Source: an optimization exercise on an open RTL-to-GDS flow (aim: small area). Production flows keep margins and buffers that such runs may drop.
In this exercise RTL edits were held to simulation tests only and were not proved equivalent to the original.
Power and IR drop assume default switching activity.

## flow/run.sh

```bash
#!/bin/bash
# synth_recipe.tcl (not shown) runs the flow's synth.tcl, then flattens the netlist and writes it again
# the make line also repeats each setting of config.mk as NAME=value (left out here)
make -C /OpenROAD-flow-scripts/flow DESIGN_CONFIG=/design/flow/config.mk WORK_HOME=/design/flow/orfs CLKGATE_MAP_FILE= SYNTH_SCRIPT=/design/flow/synth_recipe.tcl finish
```

## flow/config.mk

```make
export PLATFORM = sky130hd
export DESIGN_NAME = DFM
export DESIGN_NICKNAME = DFM
export VERILOG_FILES = /design/flow/design.v
export SDC_FILE = /design/flow/constraint.sdc
export NUM_CORES = 4
export LEC_CHECK = 0
export CAP_MARGIN = 20
export CORE_MARGIN = 2
export CORE_UTILIZATION = 40
export SLEW_MARGIN = 20
```

## flow/constraint.sdc

```tcl
create_clock -name core_clock -period 10.0 [get_ports {Sys_CLK}]
set_input_delay 2.0000 -clock core_clock [delete_from_list [all_inputs] [get_ports {Sys_CLK}]]
set_output_delay 2.0000 -clock core_clock [all_outputs]
set_load 0.01 [all_outputs]
```

## flow/design.v

```verilog
`timescale 1ns / 1ps
module PreG(Sys_CLK, Sys_RST, gateout, cnt
    );
input Sys_CLK;
input Sys_RST;
output gateout;
output [27:0] cnt;
reg [27:0] cnt1;
reg gatebuf;
always @(posedge Sys_CLK or negedge Sys_RST)
begin
	if (!Sys_RST)
	begin
	gatebuf <= 1'b0;
	cnt1 <= 28'd0;
	end
	else if (cnt1 == 28'd250)
	begin
	gatebuf <= ~gatebuf;
	cnt1 <= 28'd0;
	end
	else
	begin
	cnt1 <= cnt1 + 28'd1;
	end
end
assign gateout = gatebuf;
assign cnt = cnt1;
endmodule
`timescale 1ns / 1ps
module RealG(clk, rst_n, D_in, pregate, Realgate, d_rise
    );
input clk, rst_n, D_in, pregate;
output Realgate;
output d_rise;
reg Realgate;
reg d_buf, d_buf1;
always @(posedge clk or negedge rst_n)
begin
if (!rst_n)
begin
d_buf <= 1'b0;
d_buf1 <= 1'b0;
end
else
begin
d_buf <= D_in;
d_buf1 <= d_buf;
end
end
assign d_rise = d_buf & ~d_buf1;
always @(posedge clk or negedge rst_n)
begin
if (!rst_n)
Realgate <= 1'b0;
else if (d_rise)
Realgate <= pregate;
end
endmodule
`timescale 1ns / 1ps
module Count(clk, rst_n, ce, gate, cnt_out
    );
input clk, rst_n, ce, gate;
output [19:0] cnt_out;
reg [19:0] cnt, cnt_out;
reg gatebuf;     
always @(posedge clk or negedge rst_n)
begin
if (!rst_n)
gatebuf <= 1'b0;
else if (ce)
gatebuf <= gate;
end
always @(posedge clk or negedge rst_n)
begin
if (!rst_n)
begin
cnt <= 20'd0;
cnt_out <= 20'd0;
end
else if (ce)
begin
if ((gatebuf == 1'b0) && (gate == 1'b1))         
begin
cnt <= 20'd1;
end
else if ((gatebuf == 1'b1) && (gate == 1'b0))    
begin
cnt_out <= cnt;
end
else if (gatebuf == 1'b1)                        
begin
cnt <= cnt + 1'b1;
end
end
end
endmodule
`timescale 1ns / 1ps
module    rate(
        input                clk,
        input                rst_n,
        input                sig_in,
        input                fgate,
        output    reg    [19:0]    cnt_high,
        output    reg    [19:0]    cnt_low,
        output                high_pulse,
        output                low_pulse
);
reg        sig_in_buffer;
reg        sig_in_buffer1;
always @(posedge clk or negedge rst_n)
begin
    if(!rst_n)
    begin
        sig_in_buffer  <= 0;
        sig_in_buffer1 <= 0;
    end
    else
    begin
        sig_in_buffer  <= sig_in;
        sig_in_buffer1 <= sig_in_buffer;
    end
end
assign        high_pulse =  (sig_in_buffer == 1 && sig_in_buffer1 == 0) ? 1 : 0;
assign        low_pulse  =  (sig_in_buffer == 0 && sig_in_buffer1 == 1) ? 1 : 0;
reg        fstart;
reg        fstart_d;
always @(posedge clk or negedge rst_n)
begin
    if(!rst_n)
        fstart <= 0;
    else if(high_pulse)
        fstart <= fgate;
end
always @(posedge clk or negedge rst_n)
begin
    if(!rst_n)
        fstart_d <= 0;
    else
        fstart_d <= fstart;
end
wire       fstart_fall = fstart_d & ~fstart;
reg        [2:0]        state_high;
reg        [2:0]        state_low;
reg        [19:0]        cnt_high_temp;
reg        [19:0]        cnt_low_temp;
always @(posedge clk or negedge rst_n)
begin
    if(!rst_n)
        state_high <= 0;
    else
    case(state_high)
    2'd0 :
    begin
        if(high_pulse)
            state_high <= 2'd1;
        else
            state_high <= 2'd0;
    end
    2'd1 :
    begin
        if(low_pulse)
            state_high <= 2'd0;
        else
            state_high <= 2'd1;
    end
    default : ;
    endcase
end
always @(posedge clk or negedge rst_n)
begin
    if(!rst_n)
        state_low <= 0;
    else
    case(state_low)
    2'd0 :
    begin
        if(low_pulse)
            state_low <= 2'd1;
        else
            state_low <= 2'd0;
    end
    2'd1 :
    begin
        if(high_pulse)
            state_low <= 2'd0;
        else
            state_low <= 2'd1;
    end
    default : ;
    endcase
end
always @(posedge clk or negedge rst_n)
begin
    if(!rst_n)
        cnt_high_temp <= 0;
    else if(fstart)
    begin
        if(state_high == 1)
            cnt_high_temp <= cnt_high_temp + 1;
        else
            cnt_high_temp <= cnt_high_temp;
    end
    else
        cnt_high_temp <= 0;
end
always @(posedge clk or negedge rst_n)
begin
    if(!rst_n)
        cnt_low_temp <= 0;
    else if(fstart)
    begin
        if(state_low == 1)
            cnt_low_temp <= cnt_low_temp + 1;
        else
            cnt_low_temp <= cnt_low_temp;
    end
    else
        cnt_low_temp <= 0;
end
always @(posedge clk or negedge rst_n)
begin
    if(!rst_n)
    begin
        cnt_high <= 0;
        cnt_low <= 0;
    end
    else if(fstart_fall)
    begin
        cnt_high <= cnt_high_temp;
        cnt_low  <= cnt_low_temp;
    end
end
endmodule
`timescale 1ns / 1ps
module uart_clk(clk50, rst_n, tick_p, tick_n);
input clk50;
input rst_n;
output tick_p;
output tick_n;
reg [15:0] cnt;
always @(posedge clk50 or negedge rst_n)
begin
  if (!rst_n)
    cnt <= 16'd0;
  else if (cnt == 16'd3)
    cnt <= 16'd0;
  else
    cnt <= cnt + 16'd1;
end
assign tick_p = (cnt == 16'd1);
assign tick_n = (cnt == 16'd3);
endmodule
`timescale 1ns / 1ps
module uart_rx(clk, rst_n, ce, rx, dataout, rdsig, dataerror, frameerror);
input clk;
input rst_n;
input ce;               
input rx;               
output [7:0] dataout;   
output rdsig;
output dataerror;       
output frameerror;      
reg [7:0] dataout;
reg rdsig, dataerror;
reg frameerror;
reg [7:0] cnt;
reg rxbuf, rxfall, receive;
parameter paritymode = 1'b0;
reg presult, idle;
always @(posedge clk or negedge rst_n)    
begin
  if (!rst_n) begin
    rxbuf <= 1'b1;
    rxfall <= 1'b0;
  end
  else if (ce) begin
    rxbuf <= rx;
    rxfall <= rxbuf & (~rx);
  end
end
always @(posedge clk or negedge rst_n)
begin
  if (!rst_n)
    receive <= 1'b0;
  else if (ce) begin
    if (rxfall && (~idle)) begin
      receive <= 1'b1;
    end
    else if(cnt == 8'd168) begin
      receive <= 1'b0;
    end
  end
end
always @(posedge clk or negedge rst_n)
begin
  if (!rst_n) begin
    cnt <= 8'd0;
    idle <= 1'b0;
    rdsig <= 1'b0;
    dataout <= 8'd0;
    presult <= 1'b0;
    dataerror <= 1'b0;
    frameerror <= 1'b0;
  end
  else if (ce) begin
  if(receive == 1'b1) begin
   case (cnt)
   8'd0:begin
      idle <= 1'b1;
      cnt <= cnt + 8'd1;
      rdsig <= 1'b0;
   end
   8'd24:begin
      idle <= 1'b1;
      dataout[0] <= rx;
      presult <= paritymode^rx;
      cnt <= cnt + 8'd1;
      rdsig <= 1'b0;
   end
   8'd40:begin
      idle <= 1'b1;
      dataout[1] <= rx;
      presult <= presult^rx;
      cnt <= cnt + 8'd1;
      rdsig <= 1'b0;
   end
   8'd56:begin
      idle <= 1'b1;
      dataout[2] <= rx;
      presult <= presult^rx;
      cnt <= cnt + 8'd1;
      rdsig <= 1'b0;
   end
   8'd72:begin
      idle <= 1'b1;
      dataout[3] <= rx;
      presult <= presult^rx;
      cnt <= cnt + 8'd1;
      rdsig <= 1'b0;
   end
   8'd88:begin
      idle <= 1'b1;
      dataout[4] <= rx;
      presult <= presult^rx;
      cnt <= cnt + 8'd1;
      rdsig <= 1'b0;
   end
   8'd104:begin
      idle <= 1'b1;
      dataout[5] <= rx;
      presult <= presult^rx;
      cnt <= cnt + 8'd1;
      rdsig <= 1'b0;
   end
   8'd120:begin
      idle <= 1'b1;
      dataout[6] <= rx;
      presult <= presult^rx;
      cnt <= cnt + 8'd1;
      rdsig <= 1'b0;
   end
   8'd136:begin
      idle <= 1'b1;
      dataout[7] <= rx;
      presult <= presult^rx;
      cnt <= cnt + 8'd1;
      rdsig <= 1'b1;
   end
   8'd152:begin
      idle <= 1'b1;
      if(presult == rx)
        dataerror <= 1'b0;
      else
        dataerror <= 1'b1;
      cnt <= cnt + 8'd1;
      rdsig <= 1'b1;
   end
   8'd168:begin
     idle <= 1'b1;
     if(1'b1 == rx)
       frameerror <= 1'b0;
     else
       frameerror <= 1'b1;
     cnt <= cnt + 8'd1;
     rdsig <= 1'b1;
   end
   default: begin
      cnt <= cnt + 8'd1;
   end
   endcase
  end
  else begin
    cnt <= 8'd0;
    idle <= 1'b0;
    rdsig <= 1'b0;
  end
  end
end
endmodule
`timescale 1ns / 1ps
module uart_tx(clk, rst_n, ce, datain, wrsig, idle, tx);
input clk;
input rst_n;
input ce;                  
input [7:0] datain;        
input wrsig;               
output idle;               
output tx;                 
reg idle, tx;
reg send;
reg wrsigbuf, wrsigrise;
reg presult;
reg [7:0] cnt;
parameter paritymode = 1'b0;
always @(posedge clk or negedge rst_n)
begin
  if (!rst_n) begin
    wrsigbuf <= 1'b0;
    wrsigrise <= 1'b0;
  end
  else if (ce) begin
    wrsigbuf <= wrsig;
    wrsigrise <= (~wrsigbuf) & wrsig;
  end
end
always @(posedge clk or negedge rst_n)
begin
  if (!rst_n)
    send <= 1'b0;
  else if (ce) begin
    if (wrsigrise && (~idle))
    begin
      send <= 1'b1;
    end
    else if(cnt == 8'd168)
    begin
      send <= 1'b0;
    end
  end
end
always @(posedge clk or negedge rst_n)
begin
  if (!rst_n) begin
    tx <= 1'b1;
    cnt <= 8'd0;
    idle <= 1'b0;
    presult <= 1'b0;
  end
  else if (ce) begin
  if(send == 1'b1)  begin
    case(cnt)
    8'd0: begin
         tx <= 1'b0;          
         idle <= 1'b1;
         cnt <= cnt + 8'd1;
    end
    8'd16: begin
         tx <= datain[0];
         presult <= datain[0]^paritymode;
         idle <= 1'b1;
         cnt <= cnt + 8'd1;
    end
    8'd32: begin
         tx <= datain[1];
         presult <= datain[1]^presult;
         idle <= 1'b1;
         cnt <= cnt + 8'd1;
    end
    8'd48: begin
         tx <= datain[2];
         presult <= datain[2]^presult;
         idle <= 1'b1;
         cnt <= cnt + 8'd1;
    end
    8'd64: begin
         tx <= datain[3];
         presult <= datain[3]^presult;
         idle <= 1'b1;
         cnt <= cnt + 8'd1;
    end
    8'd80: begin
         tx <= datain[4];
         presult <= datain[4]^presult;
         idle <= 1'b1;
         cnt <= cnt + 8'd1;
    end
    8'd96: begin
         tx <= datain[5];
         presult <= datain[5]^presult;
         idle <= 1'b1;
         cnt <= cnt + 8'd1;
    end
    8'd112: begin
         tx <= datain[6];
         presult <= datain[6]^presult;
         idle <= 1'b1;
         cnt <= cnt + 8'd1;
    end
    8'd128: begin
         tx <= datain[7];
         presult <= datain[7]^presult;
         idle <= 1'b1;
         cnt <= cnt + 8'd1;
    end
    8'd144: begin
         tx <= presult;       
         presult <= datain[0]^paritymode;
         idle <= 1'b1;
         cnt <= cnt + 8'd1;
    end
    8'd160: begin
         tx <= 1'b1;          
         idle <= 1'b1;
         cnt <= cnt + 8'd1;
    end
    8'd168: begin
         tx <= 1'b1;
         idle <= 1'b0;
         cnt <= cnt + 8'd1;
    end
    default: begin
          cnt <= cnt + 8'd1;
    end
   endcase
  end
  else  begin
    tx <= 1'b1;
    cnt <= 8'd0;
    idle <= 1'b0;
  end
  end
end
endmodule
module uart_ctrl(
      input                   clk,
      input                   rst_n,
      input                   ce_p,                  
      input                   ce_n,                  
      input                   rdsig,                 
      input      [7:0]        rxdata,                
      output                  wrsig,                 
      output     [7:0]        dataout,               
      input      [27:0]       Num_x,
      input      [27:0]       Num_s,
      input      [31:0]       cnt_high,
      input      [31:0]       cnt_low
);
reg [17:0] uart_wait;
reg [15:0] uart_cnt;
reg rx_data_valid;
reg [159:0] store;                              
reg [2:0] uart_stat;
reg [8:0] k;                                    
reg [7:0] dataout_reg;
reg data_sel;
reg wrsig_reg;
assign dataout = data_sel ?  dataout_reg : rxdata ;
assign wrsig = data_sel ?  wrsig_reg : rdsig;
always @(posedge clk or negedge rst_n)
begin
  if (!rst_n)
    store <= 160'd0;
  else if (ce_p) begin
    store[8*0  +: 8] <= 8'h0a;
    store[8*1  +: 8] <= Num_x[7:0];
    store[8*2  +: 8] <= Num_x[15:8];
    store[8*3  +: 8] <= Num_x[23:16];
    store[8*4  +: 8] <= {4'b0, Num_x[27:24]};
    store[8*5  +: 8] <= 8'h0a;
    store[8*6  +: 8] <= Num_s[7:0];
    store[8*7  +: 8] <= Num_s[15:8];
    store[8*8  +: 8] <= Num_s[23:16];
    store[8*9  +: 8] <= {4'b0, Num_s[27:24]};
    store[8*10 +: 8] <= 8'h0a;
    store[8*11 +: 8] <= cnt_high[7:0];
    store[8*12 +: 8] <= cnt_high[15:8];
    store[8*13 +: 8] <= cnt_high[23:16];
    store[8*14 +: 8] <= cnt_high[31:24];
    store[8*15 +: 8] <= cnt_low[7:0];
    store[8*16 +: 8] <= cnt_low[15:8];
    store[8*17 +: 8] <= cnt_low[23:16];
    store[8*18 +: 8] <= cnt_low[31:24];
    store[8*19 +: 8] <= 8'h0a;
  end
end
always @(posedge clk or negedge rst_n)
begin
  if (!rst_n) begin
    uart_wait <= 0;
    rx_data_valid <= 1'b0;
  end
  else if (ce_n) begin
    if(rdsig == 1'b1) begin
      uart_wait <= 0;
      rx_data_valid <=1'b0;
    end
    else begin
      if (uart_wait == 18'h01fff) begin
        uart_wait <= 0;
        rx_data_valid <=1'b1;
      end
      else begin
        uart_wait <= uart_wait+1'b1;
        rx_data_valid <=1'b0;
      end
    end
  end
end
always @(posedge clk or negedge rst_n)
begin
  if (!rst_n) begin
    uart_cnt <= 0;
    uart_stat <= 3'b000;
    data_sel <= 1'b0;
    k <= 0;
    dataout_reg <= 8'd0;
    wrsig_reg <= 1'b0;
  end
  else if (ce_p) begin
  if(rdsig == 1'b1) begin
    uart_cnt <= 0;
    uart_stat <= 3'b000;
    data_sel<=1'b0;
    k<=0;
  end
  else begin
    case(uart_stat)
    3'b000: begin
       if (rx_data_valid == 1'b1) begin
         uart_stat <= 3'b001;
         data_sel<=1'b1;
       end
    end
    3'b001: begin
       if (k == 18 ) begin             
         if(uart_cnt ==0) begin
           dataout_reg <= store[8*18 +: 8];
           uart_cnt <= uart_cnt + 1'b1;
           wrsig_reg <= 1'b1;
         end
         else if(uart_cnt ==254) begin
           uart_cnt <= 0;
           wrsig_reg <= 1'b0;
           uart_stat <= 3'b010;
           k <= 0;
         end
         else begin
           uart_cnt <= uart_cnt + 1'b1;
           wrsig_reg <= 1'b0;
         end
       end
       else begin                      
         if(uart_cnt ==0) begin
           dataout_reg <= store[8*k +: 8];
           uart_cnt <= uart_cnt + 1'b1;
           wrsig_reg <= 1'b1;
         end
         else if(uart_cnt ==254) begin
           uart_cnt <= 0;
           wrsig_reg <= 1'b0;
           k <= k + 1'b1;
         end
         else begin
           uart_cnt <= uart_cnt + 1'b1;
           wrsig_reg <= 1'b0;
         end
       end
    end
    3'b010: begin
       uart_stat <= 3'b000;
       data_sel<=1'b0;
    end
    default:uart_stat <= 3'b000;
    endcase
  end
  end
end
endmodule
`timescale 1ns / 1ps
module uart_top(Sys_CLK, Uart_Rx, Uart_Tx, Sys_RST, Num_x, Num_s, cnt_high, cnt_low);
input Sys_CLK;
input Sys_RST;
input Uart_Rx;
output Uart_Tx;
input [27:0] Num_x, Num_s;
input [31:0] cnt_high, cnt_low;
wire tick_p, tick_n;
wire [7:0] txdata, rxdata;
wire idle;
wire rdsig, wrsig;
wire dataerror;
wire frameerror;
uart_clk u0 (
      .clk50                   (Sys_CLK),
      .rst_n                   (Sys_RST),
      .tick_p                  (tick_p),
      .tick_n                  (tick_n)
 );
uart_rx u1 (
      .clk                     (Sys_CLK),
      .rst_n                   (Sys_RST),
      .ce                      (tick_p),
      .rx                      (Uart_Rx),
      .dataout                 (rxdata),
      .rdsig                   (rdsig),
      .dataerror               (dataerror),
      .frameerror              (frameerror)
);
uart_tx u2 (
      .clk                     (Sys_CLK),
      .rst_n                   (Sys_RST),
      .ce                      (tick_p),
      .datain                  (txdata),
      .wrsig                   (wrsig),
      .idle                    (idle),
      .tx                      (Uart_Tx)
 );
uart_ctrl u3 (
      .clk                     (Sys_CLK),
      .rst_n                   (Sys_RST),
      .ce_p                    (tick_p),
      .ce_n                    (tick_n),
      .rdsig                   (rdsig),
      .rxdata                  (rxdata),
      .wrsig                   (wrsig),
      .dataout                 (txdata),
      .Num_x                   (Num_x),
      .Num_s                   (Num_s),
      .cnt_high                (cnt_high),
      .cnt_low                 (cnt_low)
 );
endmodule
`timescale 1ns / 1ps
module DFM(Sys_CLK, Sys_RST, D8, Uart_Tx);
input Sys_CLK, Sys_RST, D8;    
output Uart_Tx;                
wire Realgate1, pregateout, d8_rise;
wire [19:0] Num_s, Num_x;
wire [19:0] cnt_high, cnt_low;
wire high_pulse, low_pulse;
PreG PreG1 (
    .Sys_CLK(Sys_CLK),
    .Sys_RST(Sys_RST),
    .gateout(pregateout),
    .cnt()
    );
RealG RealG_1 (
    .clk(Sys_CLK),
    .rst_n(Sys_RST),
    .D_in(D8),
    .pregate(pregateout),
    .Realgate(Realgate1),
    .d_rise(d8_rise)
    );
Count Count_fs (
    .clk(Sys_CLK),
    .rst_n(Sys_RST),
    .ce(1'b1),
    .gate(Realgate1),
    .cnt_out(Num_s)
    );
Count Count_fx (
    .clk(Sys_CLK),
    .rst_n(Sys_RST),
    .ce(d8_rise),
    .gate(Realgate1),
    .cnt_out(Num_x)
    );
rate rate1 (
    .clk(Sys_CLK),
    .rst_n(Sys_RST),
    .sig_in(D8),
    .fgate(pregateout),
    .cnt_high(cnt_high),
    .cnt_low(cnt_low),
    .high_pulse(high_pulse),
    .low_pulse(low_pulse)
    );
uart_top uart_top1 (
    .Sys_CLK(Sys_CLK),
    .Uart_Rx(1'b1),
    .Uart_Tx(Uart_Tx),
    .Sys_RST(Sys_RST),
    .Num_x({8'b0, Num_x}),
    .Num_s({8'b0, Num_s}),
    .cnt_high({12'b0, cnt_high}),
    .cnt_low({12'b0, cnt_low})
    );
endmodule
```

==> notes.md, run 1 <==
- CP Cell Sequence: clkdlybuf4s50_1
- Most common cell after layout, fill and taps aside: nand2_1
- PwrDens: approximately 160 mW/mm²
- Critical R2R Launch: uart_top1.u0.cnt[1]
- Setup WS pre-CTS: between 5 and 6 ns
- CP arrival: 1.60 ns
- CTS tree: done
- Skew final: roughly 0.026 ns
- Avg Cell Area, Syn: 10.14 µm²
- Vias in the first global route: roughly 12k
- Top FF cell, synth: dfrtp_1
- Core Util, Final: between 40 and 50%
- Synth area leader: dfrtp_1
- PortBufs: 3
- Number of gates resized after CTS: 0
- Via density: about 5.2
- N_diodes: 0
- Hold Buf Count CTS: 0
- VDD IR-drop max: between 100 and 150 µV
- Top cells by area, synth: dfrtp_1, nand2_1, mux2_2, xnor2_1, xor2_1
- Core outline area: between 0.04 and 0.05 mm²
- Post-CTS setup buffer count: 0
- Fin. Hold Viols: 0
- EDFF count, synth: 0
- Die X: ~210 µm
- IO Count: 4
- Total die area: 0.04384 mm²
- Htree depth: 2
- Final Critical Period: around 3.6 ns
- Reg2reg setup slack: ~6.7 ns
- CTS Buf Count: 41
- Post-DP HPWL: approximately 23 mm
- GP Congestion: between 0.8 and 0.9
- Biggest regs: uart_top1.u3.store: 81 flops, PreG1.cnt1: 28 flops
- Max FO, Critical Path: 2
- Hold crit path type: reg -> reg
- Largest delay share family, worst path: buffers and inverters
- Min-delay src: uart_top1.u2.wrsigbuf
- Max incr delay on CP: 0.53 ns
- DRT iter0 DRCs: approximately 770
- Drt first pass iters: 5
- Outcome: timing/DRC/antenna clean
- Die H: between 200 and 250 µm
- Reg clk slew, reported paths: about 0.050 ns
- Max FFs per register: between 80 and 90
- Worst Hold Depth: 1
- Buffers and inverters on the worst path: 1
- Vias: 11.60k
- Setup violations, final: 0
- Largest net degree at the start of global routing: between 100 and 150
- Slew Viols, Final: 0
- Reg2Reg Depth: 8
- Share of the synthesized area in the top cell type: roughly 54%
- DRT Wirelength: ~35 mm
- Yosys reg bits: between 300 and 400
- Cells after Synth: between 1.5k and 2k
- Initial antenna violation count: 0
- Initial core utilization: 40.40%
- Post-Syn Area: 0.01687 mm²
- Area Growth Syn to Fin: 10.90%
- Detailed-route DRC error count: 0
- Most frequent cells in the layout: nand2_1, dfrtp_1, nor2_1
- CP startpoint: uart_top1.u2.tx
- Leak: ~9 nW
- Clock Tree Root: clkbuf_16
- Yosys warning total: 8
- Pwr Total: between 2 and 3 mW
- Worst setup SP type: flip-flop
- Slew @ Worst Pin: between 1 and 1.5 ns
- Congestion Overflow GR: 0
- Asr flop ratio synth: 100.0%
- Clk buf depth: 3
- Placed Cells: around 2.1k
- Total negative slack: 0 ns
- CP Capture Type: output port
- Non-filler instance count after layout: approximately 2.2k
- Seq/Total Area, Yosys: a little over half
- Routed len/inst: about 16 µm
- MaxCap Viol Count: 0
- Fin worst setup slack: about 6.4 ns
- Number of cells on the critical path: 1
- First-pass GRT wire length: between 50 and 60 mm
- Syn nets: around 1.7k
- Fin nets: roughly 1.7k
- F_max: between 0.2 and 0.3 GHz
- Kind of critical path: reg -> out
- Site Rows: 75
- Slew headroom: around 30%
- CP required: ~8.0 ns
- GRT Util Overall: 16.31%
- RSZ-0062 raised after global routing: false
- Remaining antenna violation count after routing: 0
- Most flops, register: uart_top1.u3.store
- Fraction of layout cells with a size suffix above 1: about 12%
- Yosys cell types: 70
- Clk Latency, worst-skew pair: approximately 0.56 ns
- Max stage delay cell, worst path: clkdlybuf4s50_1
- Clock sink count: roughly 360
- Fin crit share: 36.01%
[cell type report]
type	instances	area, µm²
clock buffer	60	1230
clock inverter	12	100.1
fill	3947	23050
inverter	31	116.4
multi-input combinational	1193	7375
sequential	363	9085
tap	539	674.4
timing repair buffer	14	130.1
[worst paths after layout]
check / to
min in group asynchronous: Count_fx.cnt[3]
max reg2reg: uart_top1.u3.k[5]
max: Uart_Tx
min reg2reg: uart_top1.u2.wrsigrise
max in group asynchronous: Count_fx.cnt_out[10]
min: uart_top1.u2.wrsigrise
[through the flow]
step           area (µm²)  hold WS (ns)
2_1_floorplan       16870        0.3529
3_3_place_gp        17370        0.4380
3_5_place_dp        17370        0.4426
4_1_cts             18700        0.4498
5_1_grt             18710        0.4728
6_report            18710        0.4471
[Yosys cell counts (all sizes together) (16+ instances only)]
library cell / number
nand4: 39
o21ai: 74
xor2: 48
nand2: 369
nor4: 29
nor3: 32
mux2i: 27
inv: 30
and2: 35
o31ai: 23
dfrtp: 362
nor2: 85
clkbuf: 49
buf: 28
nand3: 69
or3: 21
mux2: 84
and3: 26
xnor2: 67
a21oi: 30
ha: 16
[routing by layer]
layer / vias up / track usage [%] / part of all wire, %
met5: - / 0 / 0
met4: 0 / 5.172 / 2.4
met3: 57 / 2.828 / 3.0
met2: 133 / 25.97 / 46
met1: 5722 / 22.78 / 49
li1: 5685 / - / -
[report_power, final]
group | internal (mW) | switching, mW | total [mW]
clock | 0.878 | 0.596 | 1.47
combinational | 0.00344 | 0.0287 | 0.0321
sequential | 1.47 | 0.00275 | 1.47
total | 2.35 | 0.627 | 2.98
[kinds of logic (layout without fill, tap and decap cells)]
group / count (synthesis) / count (layout) / synth area share (%)
buffers and inverters: 108 / 117 / 2.596
multiplexers: 113 / 113 / 7.476
AO/OA/AOI/OAI: 189 / 189 / 7.001
flip-flops: 363 / 363 / 53.85
XOR/XNOR: 115 / 115 / 6.015
AND/OR/NAND/NOR: 759 / 759 / 21.82
adder cells (fa/ha/maj): 17 / 17 / 1.246
==> run 2, diff against run 1 <==
==> flow/design.v (replaced) <==
`timescale 1ns / 1ps
module DFM(Sys_CLK, Sys_RST, D8, Uart_Tx);
input Sys_CLK, Sys_RST, D8;
output Uart_Tx;
reg d_buf, d_buf1;
wire d_rise = d_buf & ~d_buf1;
reg [7:0] pc;       
reg pg;             
reg rg;             
reg rg_d;           
reg gb_x;           
reg [19:0] t_x, t_h, t_l;    
reg [19:0] num_x, c_h, c_l;  
always @(posedge Sys_CLK or negedge Sys_RST)
  if (!Sys_RST) begin
    d_buf <= 1'b0; d_buf1 <= 1'b0;
    pc <= 8'd0; pg <= 1'b0;
    rg <= 1'b0; rg_d <= 1'b0; gb_x <= 1'b0;
    t_x <= 20'd0; t_h <= 20'd0; t_l <= 20'd0;
    num_x <= 20'd0; c_h <= 20'd0; c_l <= 20'd0;
  end else begin
    d_buf <= D8; d_buf1 <= d_buf;
    if (pc == 8'd250) begin pc <= 8'd0; pg <= ~pg; end
    else pc <= pc + 8'd1;
    rg_d <= rg;
    if (d_rise) begin
      rg <= pg;
      gb_x <= rg;
      t_x <= rg ? t_x + 20'd1 : 20'd0;
      if (gb_x & ~rg) num_x <= t_x;
    end
    if (rg) begin
      t_h <= t_h + {19'd0, d_buf1};
      t_l <= t_l + {19'd0, ~d_buf1};
    end else begin
      t_h <= 20'd0;
      t_l <= 20'd0;
    end
    if (rg_d & ~rg) begin
      c_h <= t_h;
      c_l <= t_l;
    end
  end
wire [19:0] num_s = c_h + c_l;
reg [1:0] ph;       
reg [7:0] rr;       
reg [5:0] sl;       
reg armed;          
reg [7:0] snap;     
wire tick = (ph == 2'd1);
reg [7:0] nb;       
always @(*)
  case (sl)
    6'd0:  nb = num_x[7:0];
    6'd1:  nb = num_x[15:8];
    6'd2:  nb = {4'd0, num_x[19:16]};
    6'd5:  nb = num_s[7:0];
    6'd6:  nb = num_s[15:8];
    6'd7:  nb = {4'd0, num_s[19:16]};
    6'd10: nb = c_h[7:0];
    6'd11: nb = c_h[15:8];
    6'd12: nb = {4'd0, c_h[19:16]};
    6'd14: nb = c_l[7:0];
    6'd15: nb = c_l[15:8];
    6'd16: nb = {4'd0, c_l[19:16]};
    6'd3, 6'd8, 6'd13, 6'd17: nb = 8'd0;
    default: nb = 8'h0a;
  endcase
always @(posedge Sys_CLK or negedge Sys_RST)
  if (!Sys_RST) begin
    ph <= 2'd0; rr <= 8'd27; sl <= 6'd33; armed <= 1'b0; snap <= 8'd0;
  end else begin
    ph <= ph + 2'd1;
    if (tick) begin
      if (sl[5] && rr == 8'd28) begin
        sl <= 6'd0; rr <= 8'd252;
        if (!sl[0]) armed <= 1'b1;
      end else begin
        rr <= (rr == 8'd254) ? 8'd0 : rr + 8'd1;
        if (rr == 8'd251) sl <= sl + 6'd1;
      end
      if (rr == 8'd250 || (sl[5] && rr == 8'd27)) snap <= nb;
    end
  end
reg txb;
always @(*)
  case (rr[7:4])
    4'd0: txb = 1'b0;
    4'd1: txb = snap[0];
    4'd2: txb = snap[1];
    4'd3: txb = snap[2];
    4'd4: txb = snap[3];
    4'd5: txb = snap[4];
    4'd6: txb = snap[5];
    4'd7: txb = snap[6];
    4'd8: txb = snap[7];
    4'd9: txb = ^snap;
    default: txb = 1'b1;
  endcase
assign Uart_Tx = (armed && sl <= 6'd18) ? txb : 1'b1;
endmodule
==> run 2 against run 1 <==
Synthesized cell count down 46%. Utilization down 0.12 points. Clock power down 56%. Sequential power down 56%. Die area down 46%. Setup slack worse by 0.94 ns. Critical path depth up 5. Routed wire length down 41%. Largest power group is now clock.
==> notes.md, run 2 <==
- Drt first pass iters: 5 (unchanged)
- Most common cell after layout, fill and taps aside: dfrtp_1 (was nand2_1)
- Die H: 153.2 µm (was 209.4 µm)
- CTS tree: done (unchanged)
- Core outline area: 0.02182 mm² (was 0.04176 mm²)
- Remaining antenna violation count after routing: 0 (unchanged)
- Leak: 4.377 nW (was 8.751 nW)
- Via density: 5.627 (was 5.243)
- Min-delay src: d_buf (was uart_top1.u2.wrsigbuf)
- Placed Cells: 1142 (was 2140)
- Vias: 6600 (was 11.60k)
- Synth area leader: dfrtp_1 (unchanged)
- Core Util, Final: 44.69% (was 44.81%)
- Share of the synthesized area in the top cell type: 42.98% (was 53.69%)
- Vias in the first global route: 6387 (was 11.57k)
- Htree depth: 4 (was 2)
- Pwr Total: 1.306 mW (was 2.979 mW)
- Post-route cell area: 0.009752 mm² (was 0.01871 mm²)
- Routed len/inst: 17.45 µm (was 15.63 µm)
- Number of gates resized after CTS: 0 (unchanged)
- IO Count: 4 (unchanged)
- Hold Buf Count CTS: 0 (unchanged)
- Critical R2R Launch: sl[2] (was uart_top1.u0.cnt[1])
- CP Capture Type: output port (unchanged)
- Area of the multi-input gates: 0.004674 mm² (was 0.007375 mm²)
- Final Critical Period: 4.543 ns (was 3.601 ns)
- Yosys reg bits: 159 (was 363)
- Area Growth Syn to Fin: 9.466% (was 10.90%)
- VDD IR-drop max: 86.22 µV (was 112.2 µV)
- Reg area: 0.003986 mm² (was 0.009085 mm²)
- Placed inst area: 0.009174 mm² (was 0.01737 mm²)
- Non-filler instance count after layout: 1173 (was 2212)
- Post-synth top cells: dfrtp_1, nand2_1, mux2_2, o21ai_0, nor2_1 (was nand2_1, dfrtp_1, nor2_1)
- Max FO, Critical Path: 10 (was 2)
- N_diodes: 0 (unchanged)
- Seq/Total Area, Yosys: 44.75% (was 53.85%)
- Slew @ Worst Pin: 1.049 ns (was 1.059 ns)
- Asr flop ratio synth: 100.0% (unchanged)
- Total die area: 0.02348 mm² (was 0.04384 mm²)
- DRT iter0 DRCs: 569 (was 768)
- Yosys cell types: 72 (was 70)
- GP Congestion: 0.9520 (was 0.8148)
- Kind of critical path: reg -> out (unchanged)
- Reg clk slew, reported paths: 0.06 ns (was 0.05 ns)
- Clock Tree Root: clkbuf_16 (unchanged)
- Die X: 153.2 µm (was 209.4 µm)
- Skew final: 0.01598 ns (was 0.02615 ns)
- DRT Wirelength: 20.47 mm (was 34.57 mm)
- Hold crit path type: reg -> reg (unchanged)
- Reg2Reg Depth: 6 (was 8)
- Syn nets: 931 (was 1683)
- Worst reg2reg endpoint: snap[2] (was uart_top1.u3.k[5])
- Hold Path Sink: d_buf1 (was uart_top1.u2.wrsigrise)
- Most frequent cells in the layout: dfrtp_1, nand2_1, o21ai_0, mux2_2, nor2_1 (was nand2_1, dfrtp_1, nor2_1)
- Slew Viols, Final: 0 (unchanged)
- Worst Hold Depth: 0 (was 1)
- Detailed-route DRC error count: 0 (unchanged)
- Fillers: 2116 (was 3947)
- Fin crit share: 45.43% (was 36.01%)
- Count leader, synth: dfrtp_1 (was nand2_1)
- CP required: 8.00 ns (about the same)
- Post-CTS setup buffer count: 0 (unchanged)
- GRT Util Overall: 18.29% (was 16.31%)
- PwrDens: 134.0 mW/mm² (was 159.2 mW/mm²)
- Fin nets: 919 (was 1663)
- Fraction of layout cells with a size suffix above 1: 13.44% (was 11.54%)
- Cells after Synth: 893 (was 1664)
- Post-Syn Area: 0.008909 mm² (was 0.01687 mm²)
- Avg Cell Area, Syn: 9.976 µm² (was 10.14 µm²)
- RSZ-0062 raised after global routing: false (unchanged)
- Largest net degree at the start of global routing: 88 (was 143)
- First-pass GRT wire length: 34.49 mm (was 59.08 mm)
- Initial antenna violation count: 0 (unchanged)
- Yosys warning total: 1 (was 8)
- Outcome: timing/DRC/antenna clean (unchanged)
- Top cells by area, synth: dfrtp_1, mux2_2, ha_1, xnor2_1, nand2_1 (was dfrtp_1, nand2_1, mux2_2, xnor2_1, xor2_1)
- Clk buf depth: 2 (was 3)
- Clk Latency, worst-skew pair: 0.44 ns (was 0.56 ns)
- Fin. Hold Viols: 0 (unchanged)
- PortBufs: 3 (unchanged)
- F_max: 0.2201 GHz (was 0.2777 GHz)
- CP arrival: 2.54 ns (was 1.60 ns)
- Congestion Overflow GR: 0 (unchanged)
- EDFF count, synth: 0 (unchanged)
- Post-DP HPWL: 14.52 mm (was 22.62 mm)
- Slew headroom: 30.06% (was 29.39%)
- Setup violations, final: 0 (unchanged)
- CTS Buf Count: 17 (was 41)
- Total negative slack: 0 ns (unchanged)
- Worst setup SP type: flip-flop (unchanged)
- Initial core utilization: 40.82% (was 40.40%)
- Clock sink count: 159 (was 363)
- Site Rows: 54 (was 75)
- MaxCap Viol Count: 0 (unchanged)
- Reg2reg setup slack: 7.29 ns (was 6.65 ns)
- Top FF cell, synth: dfrtp_1 (unchanged)
run 2: cell count changes after synthesis, moves of 27 or more:
cell,previous run,this run
dfrtp_1,362,153
nand2_1,367,85
nand3_1,69,36
nor2_1,85,44
xnor2_1,66,39
xor2_1,48,19
run 2: area by class of cell:
| type | count | share of cell area (%) |
|---|---|---|
| clock buffers | 20 | 4.580 |
| flip-flops and latches | 159 | 40.88 |
| inverters | 27 | 1.039 |
| multi-input cells | 669 | 47.93 |
| repair buffers | 7 | 0.6287 |
| clock inverters | 11 | 1.347 |
| well taps | 280 | 3.593 |
run 2: stage by stage:
step | worst slack, ns | hold slack, ns
after floorplan | 6.402 | 0.3519
after global placement | 5.884 | 0.3946
after detailed placement | 5.897 | 0.4001
after CTS | 5.426 | 0.4142
after global routing | 5.287 | 0.4228
final | 5.457 | 0.4007
run 2: kinds of logic after synthesis:
group / Yosys count / synth area share, %
mux: 66 / 8.413
simple gates: 305 / 18.03
compound gates: 205 / 15.24
fa+ha+maj: 35 / 5.000
xor+xnor: 58 / 5.702
flops: 159 / 44.75
buf+inv: 65 / 2.865
run 2: power breakdown:
group          internal [mW]  switching [mW]  total [mW]
Clock                  0.376           0.270       0.646
Sequential             0.644        0.000258       0.644
Combinational        0.00159          0.0147      0.0163
run 2: critical path, cell delays in order, from the launching register on:
cell and delay (ns):
dfstp_2 0.63, mux4_2 0.52, nand2_1 0.07, o21ai_0 0.07, o22ai_1 0.18, nand4_1 0.13, clkdlybuf4s50_1 0.49
run 2: worst max-delay path by stage:
stage / start / to / slack, ns / depth (start not counted)
2_1_floorplan: rr[4] / Uart_Tx / 6.40 / 6
3_3_place_gp: rr[4] / Uart_Tx / 5.88 / 6
3_5_place_dp: rr[4] / Uart_Tx / 5.90 / 6
4_1_cts: rr[4] / Uart_Tx / 5.43 / 6
5_1_grt: rr[4] / Uart_Tx / 5.29 / 6
6_report: rr[4] / Uart_Tx / 5.46 / 6
run 2: metal layers:
metal,vias to the layer above,share of wire (%),GRT usage (%)
met2,132,45,27.49
met4,0,2.2,5.864
li1,3212,-,-
met3,35,3.8,4.168
met5,-,0,0
met1,3221,49,26.26
==> run 3, diff against run 2 <==
==> flow/design.v (replaced) <==
`timescale 1ns / 1ps
module DFM(Sys_CLK, Sys_RST, D8, Uart_Tx);
input Sys_CLK, Sys_RST, D8;
output Uart_Tx;
function [19:0] inc20;
  input [19:0] t;
  input ci, clr;
  integer i;
  reg c;
  begin
    c = ci;
    for (i = 0; i < 20; i = i + 1) begin
      inc20[i] = ~clr & (t[i] ^ c);
      c = c & t[i];
    end
  end
endfunction
reg d_buf, d_buf1;
wire d_rise = d_buf & ~d_buf1;
reg [7:0] pc;       
reg pg;             
reg rg;             
reg rg_d;           
reg gb_x;           
reg [19:0] t_x, t_h, t_l;    
reg [19:0] num_x, c_h, c_l;  
reg [7:0] pc_n;
reg pcc;
integer j;
always @(*) begin
  pcc = 1'b1;
  for (j = 0; j < 8; j = j + 1) begin
    pc_n[j] = pc[j] ^ pcc;
    pcc = pcc & pc[j];
  end
end
reg z_a, z_b;
always @(posedge Sys_CLK or negedge Sys_RST)
  if (!Sys_RST) begin
    d_buf <= 1'b0; d_buf1 <= 1'b0;
    pc <= 8'd0; pg <= 1'b0;
    rg <= 1'b0; rg_d <= 1'b0; gb_x <= 1'b0;
    z_a <= 1'b1; z_b <= 1'b1;
  end else begin
    d_buf <= D8; d_buf1 <= d_buf;
    if (pc == 8'd250) begin pc <= 8'd0; pg <= ~pg; end
    else pc <= pc_n;
    rg_d <= rg;
    if (d_rise) begin
      rg <= pg;
      gb_x <= rg;
    end
    z_a <= 1'b0;
    z_b <= z_a;
  end
always @(posedge Sys_CLK) begin
  t_x <= inc20(t_x, d_rise & rg, ~rg & (d_rise | ~gb_x));
  if ((d_rise & gb_x & ~rg) | z_b) num_x <= t_x;
  t_h <= inc20(t_h, rg & d_buf1, ~rg);
  t_l <= inc20(t_l, rg & ~d_buf1, ~rg);
  if ((rg_d & ~rg) | z_b) begin
    c_h <= t_h;
    c_l <= t_l;
  end
end
reg [19:0] num_s;
reg sc;
always @(*) begin
  sc = 1'b0;
  for (j = 0; j < 20; j = j + 1) begin
    num_s[j] = c_h[j] ^ c_l[j] ^ sc;
    sc = (c_h[j] & c_l[j]) | (sc & (c_h[j] | c_l[j]));
  end
end
reg [1:0] ph;       
reg [7:0] rr;       
reg [5:0] sl;       
reg armed;          
reg [7:0] snap;     
wire tick = ~ph[1] & ph[0];
reg [7:0] rr_n;
reg [5:0] sl_n;
reg rc;
always @(*) begin
  rc = 1'b1;
  for (j = 0; j < 8; j = j + 1) begin
    rr_n[j] = rr[j] ^ rc;
    rc = rc & rr[j];
  end
  rc = 1'b1;
  for (j = 0; j < 6; j = j + 1) begin
    sl_n[j] = sl[j] ^ rc;
    rc = rc & sl[j];
  end
end
reg [7:0] nb;       
always @(*)
  case (sl)
    6'd0:  nb = num_x[7:0];
    6'd1:  nb = num_x[15:8];
    6'd2:  nb = {4'd0, num_x[19:16]};
    6'd5:  nb = num_s[7:0];
    6'd6:  nb = num_s[15:8];
    6'd7:  nb = {4'd0, num_s[19:16]};
    6'd10: nb = c_h[7:0];
    6'd11: nb = c_h[15:8];
    6'd12: nb = {4'd0, c_h[19:16]};
    6'd14: nb = c_l[7:0];
    6'd15: nb = c_l[15:8];
    6'd16: nb = {4'd0, c_l[19:16]};
    6'd3, 6'd8, 6'd13, 6'd17: nb = 8'd0;
    default: nb = 8'h0a;
  endcase
always @(posedge Sys_CLK or negedge Sys_RST)
  if (!Sys_RST) begin
    ph <= 2'd0; rr <= 8'd27; sl <= 6'd33; armed <= 1'b0;
  end else begin
    ph <= {ph[1] ^ ph[0], ~ph[0]};
    if (tick) begin
      if (sl[5] && rr == 8'd28) begin
        sl <= 6'd0; rr <= 8'd252;
        if (!sl[0]) armed <= 1'b1;
      end else begin
        rr <= (rr == 8'd254) ? 8'd0 : rr_n;
        if (rr == 8'd251) sl <= sl_n;
      end
    end
  end
always @(posedge Sys_CLK)
  if (tick && (rr == 8'd250 || (sl[5] && rr == 8'd27))) snap <= nb;
reg txb;
always @(*)
  case (rr[7:4])
    4'd0: txb = 1'b0;
    4'd1: txb = snap[0];
    4'd2: txb = snap[1];
    4'd3: txb = snap[2];
    4'd4: txb = snap[3];
    4'd5: txb = snap[4];
    4'd6: txb = snap[5];
    4'd7: txb = snap[6];
    4'd8: txb = snap[7];
    4'd9: txb = ^snap;
    default: txb = 1'b1;
  endcase
assign Uart_Tx = (armed && sl <= 6'd18) ? txb : 1'b1;
endmodule
==> run 3 against run 2 <==
Die area down 17%. Sequential power is 6.5% higher. First-iteration DRC count fell by 46%. Still clean. Via count decreased by 36%. Power is 9.8% higher. Non-clock buffer count unchanged. Flip-flop and latch count up 2. Largest power group unchanged. Critical path type is now reg -> reg. Clock skew fell by 0.0038 ns. Worst hold slack worse by 0.043 ns. Synthesized area fell by 18%.
==> notes.md, run 3 <==
- Max incr delay on CP: 0.49 ns (was 0.63 ns)
- Die H: 139.3 µm (was 153.2 µm)
- Syn nets: 680 (was 931)
- N_diodes: 0 (unchanged)
- Initial antenna violation count: 0 (unchanged)
- Number of cells on the critical path: 29 (was 6)
- Skew final: 0.01220 ns (was 0.01598 ns)
- First-pass GRT wire length: 23.06 mm (was 34.49 mm)
- Outcome: timing/DRC/antenna clean (unchanged)
- Avg Cell Area, Syn: 12.67 µm² (was 9.976 µm²)
- Seq/Total Area, Yosys: 55.72% (was 44.75%)
- Yosys cell types: 58 (was 72)
- MaxCap Viol Count: 0 (unchanged)
- Yosys reg bits: 161 (was 159)
- Clock sink count: 161 (was 159)
- Fin crit share: 84.62% (was 45.43%)
- Leak: 3.617 nW (was 4.377 nW)
- Vias: 4244 (was 6600)
- Initial core utilization: 40.75% (was 40.82%)
- EDFF count, synth: 68 (was 0)
- Sw Pwr: 0.2710 mW (was 0.2852 mW)
- Setup violations, final: 0 (unchanged)
- Final Critical Period: 8.462 ns (was 4.543 ns)
- VDD IR-drop max: 119.6 µV (was 86.22 µV)
- Sequential power share: 47.8% (was 49.3%)
- CP arrival: 8.63 ns (was 2.54 ns)
- Worst setup SP type: flip-flop (unchanged)
- Number of gates resized after CTS: 0 (unchanged)
- Buffers and inverters on the worst path: 6 (was 1)
- Congestion Overflow GR: 0 (unchanged)
- Top cells by area, synth: edfxtp_1, dfxtp_1, ha_1, dfrtp_1, fa_1 (was dfrtp_1, mux2_2, ha_1, xnor2_1, nand2_1)
- CP required: 10.17 ns (was 8.00 ns)
- F_max: 0.1182 GHz (was 0.2201 GHz)
- Die X: 139.3 µm (was 153.2 µm)
- Htree depth: 4 (unchanged)
- Fraction of layout cells with a size suffix above 1: 8.319% (was 13.44%)
- Most frequent cells in the layout: ha_1, edfxtp_1, dfxtp_1 (was dfrtp_1, nand2_1, o21ai_0, mux2_2, nor2_1)
- Reg2Reg Depth: 29 (was 6)
- Site Rows: 49 (was 54)
- Drt first pass iters: 5 (unchanged)
- Post-CTS setup buffer count: 0 (unchanged)
- DRT iter0 DRCs: 308 (was 569)
- Max FO, Critical Path: 2 (was 10)
- Most common cell after layout, fill and taps aside: ha_1 (was dfrtp_1)
- Switching share of power: 18.89% (was 21.83%)
- GP Congestion: 0.8889 (was 0.9520)
- Via density: 5.113 (was 5.627)
- Detailed-route DRC error count: 0 (unchanged)
- Reg clk slew, reported paths: 0.06 ns (about the same)
- IO Count: 4 (unchanged)
- Kind of critical path: reg -> reg (was reg -> out)
- Clock Tree Root: clkbuf_16 (unchanged)
- Min-delay src: z_a (was d_buf)
- Share of the synthesized area in the top cell type: 27.89% (was 42.98%)
- Fin worst setup slack: 1.538 ns (was 5.457 ns)
- Total negative slack: 0 ns (unchanged)
- Vias in the first global route: 4371 (was 6387)
- Largest delay share family, worst path: adder cells (was flip-flops)
- Clk Latency, worst-skew pair: 0.43 ns (was 0.44 ns)
- Slew headroom: 24.51% (was 30.06%)
- Worst reg2reg endpoint: snap[3] (was snap[2])
- Hold Path Sink: z_b (was d_buf1)
- Cells after Synth: 578 (was 893)
- Top FF cell, synth: edfxtp_1 (was dfrtp_1)
- Yosys warning total: 1 (unchanged)
- Largest net degree at the start of global routing: 43 (was 88)
- Combinational Power Share: 0.7% (was 1.2%)
- RSZ-0062 raised after global routing: false (unchanged)
- Part of the power in the clock network: 51.5% (was 49.5%)
- Worst Hold Depth: 0 (unchanged)
- Hold crit path type: reg -> reg (unchanged)
- Slew @ Worst Pin: 1.122 ns (was 1.049 ns)
- Reg2reg setup slack: 1.54 ns (was 7.29 ns)
- Max stage delay cell, worst path: or4_1 (was dfstp_2)
- Count leader, synth: ha_1 (was dfrtp_1)
- Fin. Hold Viols: 0 (unchanged)
- Remaining antenna violation count after routing: 0 (unchanged)
- GRT Util Overall: 15.41% (was 18.29%)
- Fin nets: 690 (was 919)
- DRT Wirelength: 13.63 mm (was 20.47 mm)
- Routed len/inst: 16.42 µm (was 17.45 µm)
- Pint: 1.163 mW (was 1.021 mW)
- Asr flop ratio synth: 20.50% (was 100.0%)
- Post-synth top cells: ha_1, edfxtp_1, dfxtp_1 (was dfrtp_1, nand2_1, mux2_2, o21ai_0, nor2_1)
- PwrDens: 173.4 mW/mm² (was 134.0 mW/mm²)
- Post-Syn Area: 0.007321 mm² (was 0.008909 mm²)
- Clk buf depth: 2 (unchanged)
- PortBufs: 3 (unchanged)
- Critical R2R Launch: c_h[0] (was sl[2])
- Synth area leader: edfxtp_1 (was dfrtp_1)
- Hold Buf Count CTS: 0 (unchanged)
- CTS Buf Count: 17 (unchanged)
- Core outline area: 0.01796 mm² (was 0.02182 mm²)
- Setup WS pre-CTS: 1.646 ns (was 5.897 ns)
- Most common cell type on the critical path: fa_1
- CP Capture Type: flip-flop (was output port)
- Total die area: 0.01940 mm² (was 0.02348 mm²)
- Slew Viols, Final: 0 (unchanged)
- CTS tree: done (unchanged)
- Post-DP HPWL: 9.923 mm (was 14.52 mm)
- Area Growth Syn to Fin: 12.97% (was 9.466%)
run 3: kinds of logic (layout without fill, tap and decap cells):
| group | count (synthesis) | after routing | synth area share, % |
|---|---|---|---|
| simple gates | 164 | 164 | 12.65 |
| flops | 161 | 161 | 55.72 |
| fa+ha+maj | 99 | 99 | 18.77 |
| compound gates | 69 | 69 | 6.888 |
| buf+inv | 67 | 90 | 3.674 |
| xor+xnor | 14 | 14 | 1.675 |
| mux | 3 | 3 | 0.5811 |
| other cells | 1 | 1 | 0.05122 |
run 3: through the flow:
step | total power, mW | util [%] | hold slack, ns | instance area, µm² | std cells
after floorplan | 0.7040 | - | 0.3452 | 7321 | 578
after global placement | 0.7095 | 42.25 | 0.3470 | 7590 | 798
after detailed placement | 0.7099 | 42.25 | 0.3481 | 7590 | 798
after CTS | 1.447 | 46.04 | 0.3577 | 8270 | 830
after global routing | 1.478 | 46.04 | 0.3591 | 8270 | 830
final | 1.434 | 46.04 | 0.3574 | 8270 | 830
run 3: worst reg2reg max path: cells and delay by family (launching register included):
family	cells	cell delay, ns
DFF	1	0.36
adders and majority gates	19	6.52
xor gates and xnor gates	1	0.17
buffers and inverters	6	0.43
and+or+nand+nor	1	0.49
AOI/OAI and AO/OA	2	0.26
run 3: layout make-up:
cell class	instances	area (µm²)
Multi-Input combinational cell	350	2973
Clock buffer	22	486.7
Inverter	51	191.4
Sequential cell	161	4079
Timing Repair Buffer	7	60.06
Tap cell	229	286.5
Clock inverter	10	193.9
Fill cell	1576	9693
run 3: worst max-delay path by stage:
stage | start | endpoint | slack (ns)
floorplan | c_h[0] | snap[3] | 2.09
global placement | c_h[0] | snap[3] | 1.80
detailed placement | c_h[0] | snap[3] | 1.65
CTS | c_h[0] | snap[3] | 1.63
global route | c_h[0] | snap[3] | 1.23
finish | c_h[0] | snap[3] | 1.54
run 3: metal layers:
metal	part of all wire [%]	track usage, %
met1	46	20.12
met2	48	25.03
met5	0	0
met3	4.8	3.648
met4	1.9	5.848
run 3: power by group through the flow:
stage / combinational [mW] / clock [mW] / sequential, mW
final: 0.00944 / 0.739 / 0.686
after global placement: 0.00953 / 0 / 0.700
after global routing: 0.0110 / 0.781 / 0.686
after CTS: 0.00997 / 0.751 / 0.686
after detailed placement: 0.00991 / 0 / 0.700
after floorplan: 0.00407 / 0 / 0.700

-- what the ideal ports hide --
No port has a modelled driver above. Below, the same layouts with a new extraction and two added sets of constraints.
Step 1 assumes that a clkbuf_16 drives the clock port and a buf_2 every other input.
Step 2 adds t to the input delays and takes it off the output delays; t is the mean of the earliest and latest rising clock arrival at the registers after step 1. Input paths then give back, and output paths get back, about the clock's delay inside the block.
Three values: ideal, step 1, step 2; two values: the first two.
run	shift t [ns]	setup slack, ns	clock arrival spread, ns
run 1	0.597	6.399 / 6.346 / 5.916	0.028 / 0.028
run 2	0.480	5.457 / 5.411 / 5.891	0.018 / 0.018
run 3	0.467	1.538 / 1.538 / 1.538	0.013 / 0.013
After both steps every run listed still meets setup and hold. For run 1, which loses most, drivers alone change the setup slack by -0.053 ns; drivers and shift together by -0.483 ns. Setup slack includes reset recovery checks.
